What follows belongs to an exercise in optimizing a design on an open flow for small area, a short achievable clock period and few clock cycles; a production flow would make more cautious choices. Only simulation tests tie the RTL to the original design; equivalence was not proved.

==> harbor: inputs <==
==> flow/design.v <==
module adder(
    input   [7:0]   a,
    input   [7:0]   b,
    input           ci,
    output  [7:0]   s,
    output          co
);
    wire    [7:0]   g0 = a & b;
    wire    [7:0]   p0 = a ^ b;
    wire    [7:0]   g1, p1;
    wire    [7:0]   g2, p2;
    wire    [7:0]   g3, p3;
    genvar i;
    generate
        for (i = 0; i < 8; i = i + 1) begin : l1
            if (i % 2 == 1) begin : c
                assign g1[i] = g0[i] | (p0[i] & g0[i - 1]);
                assign p1[i] = p0[i] & p0[i - 1];
            end else begin : k
                assign g1[i] = g0[i];
                assign p1[i] = p0[i];
            end
        end
        for (i = 0; i < 8; i = i + 1) begin : l2
            if (i % 4 >= 2) begin : c
                assign g2[i] = g1[i] | (p1[i] & g1[i - (i % 4) + 1]);
                assign p2[i] = p1[i] & p1[i - (i % 4) + 1];
            end else begin : k
                assign g2[i] = g1[i];
                assign p2[i] = p1[i];
            end
        end
        for (i = 0; i < 8; i = i + 1) begin : l3
            if (i >= 4) begin : c
                assign g3[i] = g2[i] | (p2[i] & g2[3]);
                assign p3[i] = p2[i] & p2[3];
            end else begin : k
                assign g3[i] = g2[i];
                assign p3[i] = p2[i];
            end
        end
    endgenerate
    wire    [7:0]   c = g3 | (p3 & {8{ci}});
    assign s = p0 ^ {c[6:0], ci};
    assign co = c[7];
endmodule
module dec16(
    input   [3:0]   a,
    output  [15:0]  y
);
    wire    [3:0]   l, h;
    dec4n ul(.a(a[1:0]), .y(l));
    dec4n uh(.a(a[3:2]), .y(h));
    genvar i;
    generate
        for (i = 0; i < 16; i = i + 1) begin : g
            nor2m u(.a(l[i % 4]), .b(h[i / 4]), .y(y[i]));
        end
    endgenerate
endmodule
module dec4n(
    input   [1:0]   a,
    output  [3:0]   y
);
    assign y = ~{a[1] & a[0], a[1] & ~a[0], ~a[1] & a[0], ~a[1] & ~a[0]};
endmodule
module nor2m(
    input           a,
    input           b,
    output          y
);
    assign y = ~(a | b);
endmodule
module rbit(
    input   [15:0]  d,
    input   [15:0]  e,
    output          y
);
    wire    [15:0]  t;
    wire    [3:0]   u;
    genvar i;
    generate
        for (i = 0; i < 16; i = i + 1) begin : g
            nand2m ut(.a(d[i]), .b(e[i]), .y(t[i]));
        end
        for (i = 0; i < 4; i = i + 1) begin : h
            nand4m uu(.a(t[4 * i + 3 : 4 * i]), .y(u[i]));
        end
    endgenerate
    wire    [1:0]   w;
    nor2m uw0(.a(u[0]), .b(u[1]), .y(w[0]));
    nor2m uw1(.a(u[2]), .b(u[3]), .y(w[1]));
    nand2m uy(.a(w[0]), .b(w[1]), .y(y));
endmodule
module rport(
    input   [127:0] q,
    input   [15:0]  e,
    output  [7:0]   y
);
    genvar b, i;
    generate
        for (b = 0; b < 8; b = b + 1) begin : gb
            wire    [15:0]  col;
            for (i = 0; i < 16; i = i + 1) begin : gi
                assign col[i] = q[8 * i + b];
            end
            rbit u(.d(col), .e(e), .y(y[b]));
        end
    endgenerate
endmodule
module nand2m(
    input           a,
    input           b,
    output          y
);
    assign y = ~(a & b);
endmodule
module nand4m(
    input   [3:0]   a,
    output          y
);
    assign y = ~(&a);
endmodule
module sap1(
    input           clk,
    input           rst,
    input           mem_we,
    input   [3:0]   mem_addr,
    input   [7:0]   mem_wdata,
    output  [7:0]   mem_rdata,
    output  [7:0]   out,
    output          cf,
    output          zf,
    output          halted
);
    reg     [7:0]   ir;          
    reg     [3:0]   pc;          
    reg     [7:0]   a;
    reg             c, z;
    reg     [7:0]   o;
    reg             h;           
    reg     [7:0]   ram [0:15];
    wire    [3:0]   op = ir[7:4];
    wire    [3:0]   x = ir[3:0];
    wire            hlt = (op == 4'hf);
    assign out = o;
    assign cf = c;
    assign zf = z;
    assign halted = h | (!rst & hlt);
    wire    [127:0] q;
    genvar i;
    generate
        for (i = 0; i < 16; i = i + 1) begin : gq
            assign q[8 * i + 7 : 8 * i] = ram[i];
        end
    endgenerate
    wire    [15:0]  me;
    wire    [7:0]   m;
    dec16 u_mdec(.a(x), .y(me));
    rport u_mport(.q(q), .e(me), .y(m));
    wire    [15:0]  pe;
    dec16 u_pdec(.a(mem_addr), .y(pe));
    rport u_pport(.q(q), .e(pe), .y(mem_rdata));
    wire            jump = (op == 4'h6) | (op == 4'h7 & c) | (op == 4'h8 & z);
    wire    [3:0]   fa = rst ? 4'h0 : jump ? x : pc;
    wire    [15:0]  fe;
    wire    [7:0]   rd;
    dec16 u_fdec(.a(fa), .y(fe));
    rport u_fport(.q(q), .e(fe), .y(rd));
    wire            sta = !h & (op == 4'h4);
    wire    [7:0]   wd = rst ? mem_wdata : a;
    generate
        for (i = 0; i < 16; i = i + 1) begin : gw
            always @(posedge clk) begin
                if (rst ? mem_we & pe[i] : sta & me[i]) ram[i] <= wd;
            end
        end
    endgenerate
    wire            fwd = rst ? mem_we & (mem_addr == 4'h0) : sta & (x == fa);
    wire    [7:0]   nxt = fwd ? wd : rd;
    always @(posedge clk) begin
        ir <= nxt;
    end
    wire            s = op[0];
    wire    [7:0]   t;
    wire            co;
    wire    [7:0]   b = m ^ {8{s}};
    adder u_add(.a(a), .b(b), .ci(s), .s(t), .co(co));
    wire    [7:0]   p = a ^ b;
    wire            zr = &(p ~^ {a[6:0] | b[6:0], s});
    always @(posedge clk or posedge rst) begin
        if (rst) begin
            pc <= 4'h1;
            a <= 8'b0;
            c <= 1'b0;
            z <= 1'b0;
            o <= 8'b0;
            h <= 1'b0;
        end else if (!h) begin
            pc <= fa + 4'h1;
            case (op)
                4'h1: a <= m;
                4'h2, 4'h3: begin
                    a <= t;
                    c <= co ^ s;
                    z <= zr;
                end
                4'h5: a <= {4'b0, x};
                4'he: o <= a;
                4'hf: h <= 1'b1;
                default: ;
            endcase
        end
    end
endmodule
==> flow/run.sh <==
#!/bin/bash
# synth_recipe.tcl (not shown) runs the flow's synth.tcl, then flattens the netlist and writes it again
# the make line also repeats each setting of config.mk as NAME=value (left out here)
make -C /OpenROAD-flow-scripts/flow DESIGN_CONFIG=/design/flow/config.mk WORK_HOME=/design/flow/orfs CLKGATE_MAP_FILE= SYNTH_SCRIPT=/design/flow/synth_recipe.tcl finish
==> flow/config.mk <==
export PLATFORM = sky130hd
export DESIGN_NAME = sap1
export DESIGN_NICKNAME = sap1
export VERILOG_FILES = /design/flow/design.v
export SDC_FILE = /design/flow/constraint.sdc
export NUM_CORES = 4
export LEC_CHECK = 0
export CAP_MARGIN = 20
export CORE_MARGIN = 2
export CORE_UTILIZATION = 55
export CTS_BUF_LIST = sky130_fd_sc_hd__clkbuf_8
export SETUP_SLACK_MARGIN = 2.5
export SLEW_MARGIN = 20
export SYNTH_HIERARCHICAL = 1
==> flow/constraint.sdc <==
create_clock -name core_clock -period 6.5 [get_ports {clk}]
set_input_delay 1.3000 -clock core_clock [delete_from_list [all_inputs] [get_ports {clk}]]
set_output_delay 1.3000 -clock core_clock [all_outputs]
set_load 0.01 [all_outputs]
==> inputs of pepper, as changes to harbor <==
--- a/flow/design.v
+++ b/flow/design.v
@@ -87,10 +87,7 @@
             nand4m uu(.a(t[4 * i + 3 : 4 * i]), .y(u[i]));
         end
     endgenerate
-    wire    [1:0]   w;
-    nor2m uw0(.a(u[0]), .b(u[1]), .y(w[0]));
-    nor2m uw1(.a(u[2]), .b(u[3]), .y(w[1]));
-    nand2m uy(.a(w[0]), .b(w[1]), .y(y));
+    or4m uy(.a(u), .y(y));
 endmodule
 module rport(
     input   [127:0] q,
@@ -120,6 +117,12 @@
     output          y
 );
     assign y = ~(&a);
+endmodule
+module or4m(
+    input   [3:0]   a,
+    output          y
+);
+    assign y = |a;
 endmodule
 module sap1(
     input           clk,
@@ -184,10 +187,7 @@
     wire            s = op[0];
     wire    [7:0]   t;
     wire            co;
-    wire    [7:0]   b = m ^ {8{s}};
-    adder u_add(.a(a), .b(b), .ci(s), .s(t), .co(co));
-    wire    [7:0]   p = a ^ b;
-    wire            zr = &(p ~^ {a[6:0] | b[6:0], s});
+    adder u_add(.a(a), .b(m ^ {8{s}}), .ci(s), .s(t), .co(co));
     always @(posedge clk or posedge rst) begin
         if (rst) begin
             pc <= 4'h1;
@@ -203,7 +203,7 @@
                 4'h2, 4'h3: begin
                     a <= t;
                     c <= co ^ s;
-                    z <= zr;
+                    z <= (t == 8'b0);
                 end
                 4'h5: a <= {4'b0, x};
                 4'he: o <= a;
==> summary of the runs <==
Of pepper and harbor, harbor has the higher synthesized cell count (gap 12%, measured against harbor). Between harbor and pepper, the lower die area is in pepper (gap 5.1%, measured against pepper). Of pepper and harbor, harbor has the higher design area (gap about 6%, measured against harbor). Of pepper and harbor, pepper has the higher global-route usage (gap 2.8 points). In clock skew, pepper and harbor hardly differ. Routed wire length: pepper is larger than harbor (1.6%). Count of clock-buffer cells in the layout is the same in harbor and pepper.
Testbench counts of harbor, summed over its fixed seeds: cycles 18,992.
Testbench counts of pepper, summed over its fixed seeds: cycles 18,992.

* * *

==> job 5324: inputs <==
Another version of the RTL of sap1 (not shown whole).
==> module adder, before the edit <==
module adder(
    input   [7:0]   a,
    input   [7:0]   b,
    input           ci,
    output  [7:0]   s,
    output          co
);
    wire    [7:0]   g0 = a & b;
    wire    [7:0]   p0 = a ^ b;
    wire    [7:0]   g1, p1;
    wire    [7:0]   g2, p2;
    wire    [7:0]   g3, p3;
    genvar i;
    generate
        for (i = 0; i < 8; i = i + 1) begin : l1
            if (i % 2 == 1) begin : c
                assign g1[i] = g0[i] | (p0[i] & g0[i - 1]);
                assign p1[i] = p0[i] & p0[i - 1];
            end else begin : k
                assign g1[i] = g0[i];
                assign p1[i] = p0[i];
            end
        end
        for (i = 0; i < 8; i = i + 1) begin : l2
            if (i % 4 >= 2) begin : c
                assign g2[i] = g1[i] | (p1[i] & g1[i - (i % 4) + 1]);
                assign p2[i] = p1[i] & p1[i - (i % 4) + 1];
            end else begin : k
                assign g2[i] = g1[i];
                assign p2[i] = p1[i];
            end
        end
        for (i = 0; i < 8; i = i + 1) begin : l3
            if (i >= 4) begin : c
                assign g3[i] = g2[i] | (p2[i] & g2[3]);
                assign p3[i] = p2[i] & p2[3];
            end else begin : k
                assign g3[i] = g2[i];
                assign p3[i] = p2[i];
            end
        end
    endgenerate
    wire    [7:0]   c = g3 | (p3 & {8{ci}});
    assign s = p0 ^ {c[6:0], ci};
    assign co = c[7];
endmodule
==> module dec16, before the edit <==
module dec16(
    input   [3:0]   a,
    output  [15:0]  y
);
    wire    [3:0]   l, h;
    dec4n ul(.a(a[1:0]), .y(l));
    dec4n uh(.a(a[3:2]), .y(h));
    genvar i;
    generate
        for (i = 0; i < 16; i = i + 1) begin : g
            nor2m u(.a(l[i % 4]), .b(h[i / 4]), .y(y[i]));
        end
    endgenerate
endmodule
==> module dec4n, before the edit <==
module dec4n(
    input   [1:0]   a,
    output  [3:0]   y
);
    assign y = ~{a[1] & a[0], a[1] & ~a[0], ~a[1] & a[0], ~a[1] & ~a[0]};
endmodule
==> module nor2m, before the edit <==
module nor2m(
    input           a,
    input           b,
    output          y
);
    assign y = ~(a | b);
endmodule
==> module rbit, before the edit <==
module rbit(
    input   [15:0]  d,
    input   [15:0]  e,
    output          y
);
    wire    [15:0]  t;
    wire    [3:0]   u;
    genvar i;
    generate
        for (i = 0; i < 16; i = i + 1) begin : g
            nand2m ut(.a(d[i]), .b(e[i]), .y(t[i]));
        end
        for (i = 0; i < 4; i = i + 1) begin : h
            nand4m uu(.a(t[4 * i + 3 : 4 * i]), .y(u[i]));
        end
    endgenerate
    wire    [1:0]   w;
    nor2m uw0(.a(u[0]), .b(u[1]), .y(w[0]));
    nor2m uw1(.a(u[2]), .b(u[3]), .y(w[1]));
    nand2m uy(.a(w[0]), .b(w[1]), .y(y));
endmodule
==> module rport, before the edit <==
module rport(
    input   [127:0] q,
    input   [15:0]  e,
    output  [7:0]   y
);
    genvar b, i;
    generate
        for (b = 0; b < 8; b = b + 1) begin : gb
            wire    [15:0]  col;
            for (i = 0; i < 16; i = i + 1) begin : gi
                assign col[i] = q[8 * i + b];
            end
            rbit u(.d(col), .e(e), .y(y[b]));
        end
    endgenerate
endmodule
==> module nand2m, before the edit <==
module nand2m(
    input           a,
    input           b,
    output          y
);
    assign y = ~(a & b);
endmodule
==> module nand4m, before the edit <==
module nand4m(
    input   [3:0]   a,
    output          y
);
    assign y = ~(&a);
endmodule
==> module sap1, before the edit <==
module sap1(
    input           clk,
    input           rst,
    input           mem_we,
    input   [3:0]   mem_addr,
    input   [7:0]   mem_wdata,
    output  [7:0]   mem_rdata,
    output  [7:0]   out,
    output          cf,
    output          zf,
    output          halted
);
    reg     [7:0]   ir;          
    reg     [3:0]   pc;          
    reg     [7:0]   a;
    reg             c, z;
    reg     [7:0]   o;
    reg             h;           
    reg     [7:0]   ram [0:15];
    wire    [3:0]   op = ir[7:4];
    wire    [3:0]   x = ir[3:0];
    wire            hlt = (op == 4'hf);
    assign out = o;
    assign cf = c;
    assign zf = z;
    assign halted = h | (!rst & hlt);
    wire    [127:0] q;
    genvar i;
    generate
        for (i = 0; i < 16; i = i + 1) begin : gq
            assign q[8 * i + 7 : 8 * i] = ram[i];
        end
    endgenerate
    wire    [15:0]  me;
    wire    [7:0]   m;
    dec16 u_mdec(.a(x), .y(me));
    rport u_mport(.q(q), .e(me), .y(m));
    wire    [15:0]  pe;
    dec16 u_pdec(.a(mem_addr), .y(pe));
    rport u_pport(.q(q), .e(pe), .y(mem_rdata));
    wire            jump = (op == 4'h6) | (op == 4'h7 & c) | (op == 4'h8 & z);
    wire    [3:0]   fa = rst ? 4'h0 : jump ? x : pc;
    wire    [15:0]  fe;
    wire    [7:0]   rd;
    dec16 u_fdec(.a(fa), .y(fe));
    rport u_fport(.q(q), .e(fe), .y(rd));
    wire            sta = !h & (op == 4'h4);
    wire    [7:0]   wd = rst ? mem_wdata : a;
    generate
        for (i = 0; i < 16; i = i + 1) begin : gw
            always @(posedge clk) begin
                if (rst ? mem_we & pe[i] : sta & me[i]) ram[i] <= wd;
            end
        end
    endgenerate
    wire            fwd = rst ? mem_we & (mem_addr == 4'h0) : sta & (x == fa);
    wire    [7:0]   nxt = fwd ? wd : rd;
    always @(posedge clk) begin
        ir <= nxt;
    end
    wire            s = op[0];
    wire    [7:0]   t;
    wire            co;
    adder u_add(.a(a), .b(m ^ {8{s}}), .ci(s), .s(t), .co(co));
    always @(posedge clk or posedge rst) begin
        if (rst) begin
            pc <= 4'h1;
            a <= 8'b0;
            c <= 1'b0;
            z <= 1'b0;
            o <= 8'b0;
            h <= 1'b0;
        end else if (!h) begin
            pc <= fa + 4'h1;
            case (op)
                4'h1: a <= m;
                4'h2, 4'h3: begin
                    a <= t;
                    c <= co ^ s;
                    z <= (t == 8'b0);
                end
                4'h5: a <= {4'b0, x};
                4'he: o <= a;
                4'hf: h <= 1'b1;
                default: ;
            endcase
        end
    end
endmodule
make LEC_CHECK=0 CAP_MARGIN=20 CORE_MARGIN=2 CORE_UTILIZATION=55 CTS_BUF_LIST=sky130_fd_sc_hd__clkbuf_8 SETUP_SLACK_MARGIN=2.8 SLEW_MARGIN=20 SYNTH_HIERARCHICAL=1 finish   # period 6.5 ns
run.sh (not shown) runs the stock make flow with config.mk's settings and CLKGATE_MAP_FILE= SYNTH_SCRIPT=/design/flow/synth_recipe.tcl, a recipe that flattens the netlist after the stock synthesis.
==> job 867: changes against job 5324 <==
==> flow/design.v (replaced) <==
module sap1(
    input           clk,
    input           rst,
    input           mem_we,
    input   [3:0]   mem_addr,
    input   [7:0]   mem_wdata,
    output  [7:0]   mem_rdata,
    output  [7:0]   out,
    output          cf,
    output          zf,
    output          halted
);
    reg     [3:0]   pc;
    reg     [7:0]   a;
    reg             c, z;
    reg     [7:0]   o;
    reg             h;
    reg     [7:0]   ram [0:15];
    assign out = o;
    assign cf = c;
    assign zf = z;
    assign halted = h;
    wire    [3:0]   raddr = (rst | h) ? mem_addr : pc;
    wire    [7:0]   ins = ram[raddr];
    assign mem_rdata = ins;
    wire    [3:0]   op = ins[7:4];
    wire    [3:0]   x = ins[3:0];
    wire    [7:0]   m = ram[x];
    wire            s = op[0];
    wire    [8:0]   t = {1'b0, a} + {1'b0, m ^ {8{s}}} + {8'b0, s};
    wire            jump = (op == 4'h6) | (op == 4'h7 & c) | (op == 4'h8 & z);
    always @(posedge clk or posedge rst) begin
        if (rst) begin
            pc <= 4'b0;
            a <= 8'b0;
            c <= 1'b0;
            z <= 1'b0;
            o <= 8'b0;
            h <= 1'b0;
        end else if (!h) begin
            pc <= jump ? x : pc + 4'b1;
            case (op)
                4'h1: a <= m;
                4'h2, 4'h3: begin
                    a <= t[7:0];
                    c <= t[8] ^ s;
                    z <= (t[7:0] == 8'b0);
                end
                4'h5: a <= {4'b0, x};
                4'he: o <= a;
                4'hf: h <= 1'b1;
                default: ;
            endcase
        end
    end
    wire            we = rst ? mem_we : (!h && op == 4'h4);
    wire    [3:0]   wa = rst ? mem_addr : x;
    wire    [7:0]   wd = rst ? mem_wdata : a;
    always @(posedge clk) begin
        if (we) ram[wa] <= wd;
    end
endmodule
- ABC_CLOCK_PERIOD_IN_PS: not set -> 3500
- CORE_UTILIZATION: 55 -> 40
- CTS_BUF_LIST: sky130_fd_sc_hd__clkbuf_8 -> not set
- SETUP_SLACK_MARGIN: 2.8 -> 2.5
- SYNTH_HIERARCHICAL: 1 -> not set
==> results_dict.tcl <==
set metrics [dict create \
    status "timing/DRC/antenna clean" \
    ff2ff_path_depth 26 \
    ys_warn_count 1 \
    drtIter0Drc 628 \
    wl_met3_um 2030 \
    die_x_um 149 \
    crit_slowest_cell "or3b_4" \
    cts_sinks 151 \
]
(the above is from job 867)
==> results_dict.tcl <==
set metrics [dict create \
    clkbuf_count 17 \
    wl_met3_um 3790 \
    status "timing/DRC/antenna clean" \
    worst_slew_pin_slew_ns 0.848 \
    rows 46 \
    cts_sinks 159 \
    inv_count 12 \
    crit_slowest_cell "or2_4" \
    clock_latency_ns 0.49 \
    die_x_um 130 \
    cp_common_cell "buf_6" \
    wire_per_inst_um 23.1 \
    grt_busiest_layer "met2" \
]
(the above is from job 5324)
Testbench counts of job 5324, summed over its fixed seeds: cycles 18,992.
Testbench counts of job 867, summed over its fixed seeds: cycles 19,184.

## what the ideal ports hide
The flow's constraints put no driver on any port. The routed layouts listed below were extracted and timed again, unchanged, in two steps.
Step 1 (the two cells are an assumption about what drives the block):
set clk [get_ports {clk}]
set_driving_cell -lib_cell sky130_fd_sc_hd__clkbuf_16 $clk
set_driving_cell -lib_cell sky130_fd_sc_hd__buf_2 [delete_from_list [all_inputs] $clk]
Step 2, shift: input delay + t, output delay - t, t = (earliest + latest rising clock arrival at the registers) / 2. This alone moves slack from input paths to output paths.
Slacks: ideal / step 1 / step 2; pairs: ideal / step 1.
run	t, ns	setup WS [ns]	worst setup path after step 2
harbor	0.522	2.522 / 2.502 / 2.502	input to output
pepper	0.510	2.449 / 2.366 / 2.366	input to output
job 5324	0.518	2.629 / 2.579 / 2.539	input to register
job 867	0.473	0.666 / 0.662 / 0.189	input to register
After both steps setup and hold are still met in every run listed. For job 867, which loses most, drivers alone change the setup slack by -0.004 ns; drivers and shift together by -0.477 ns.
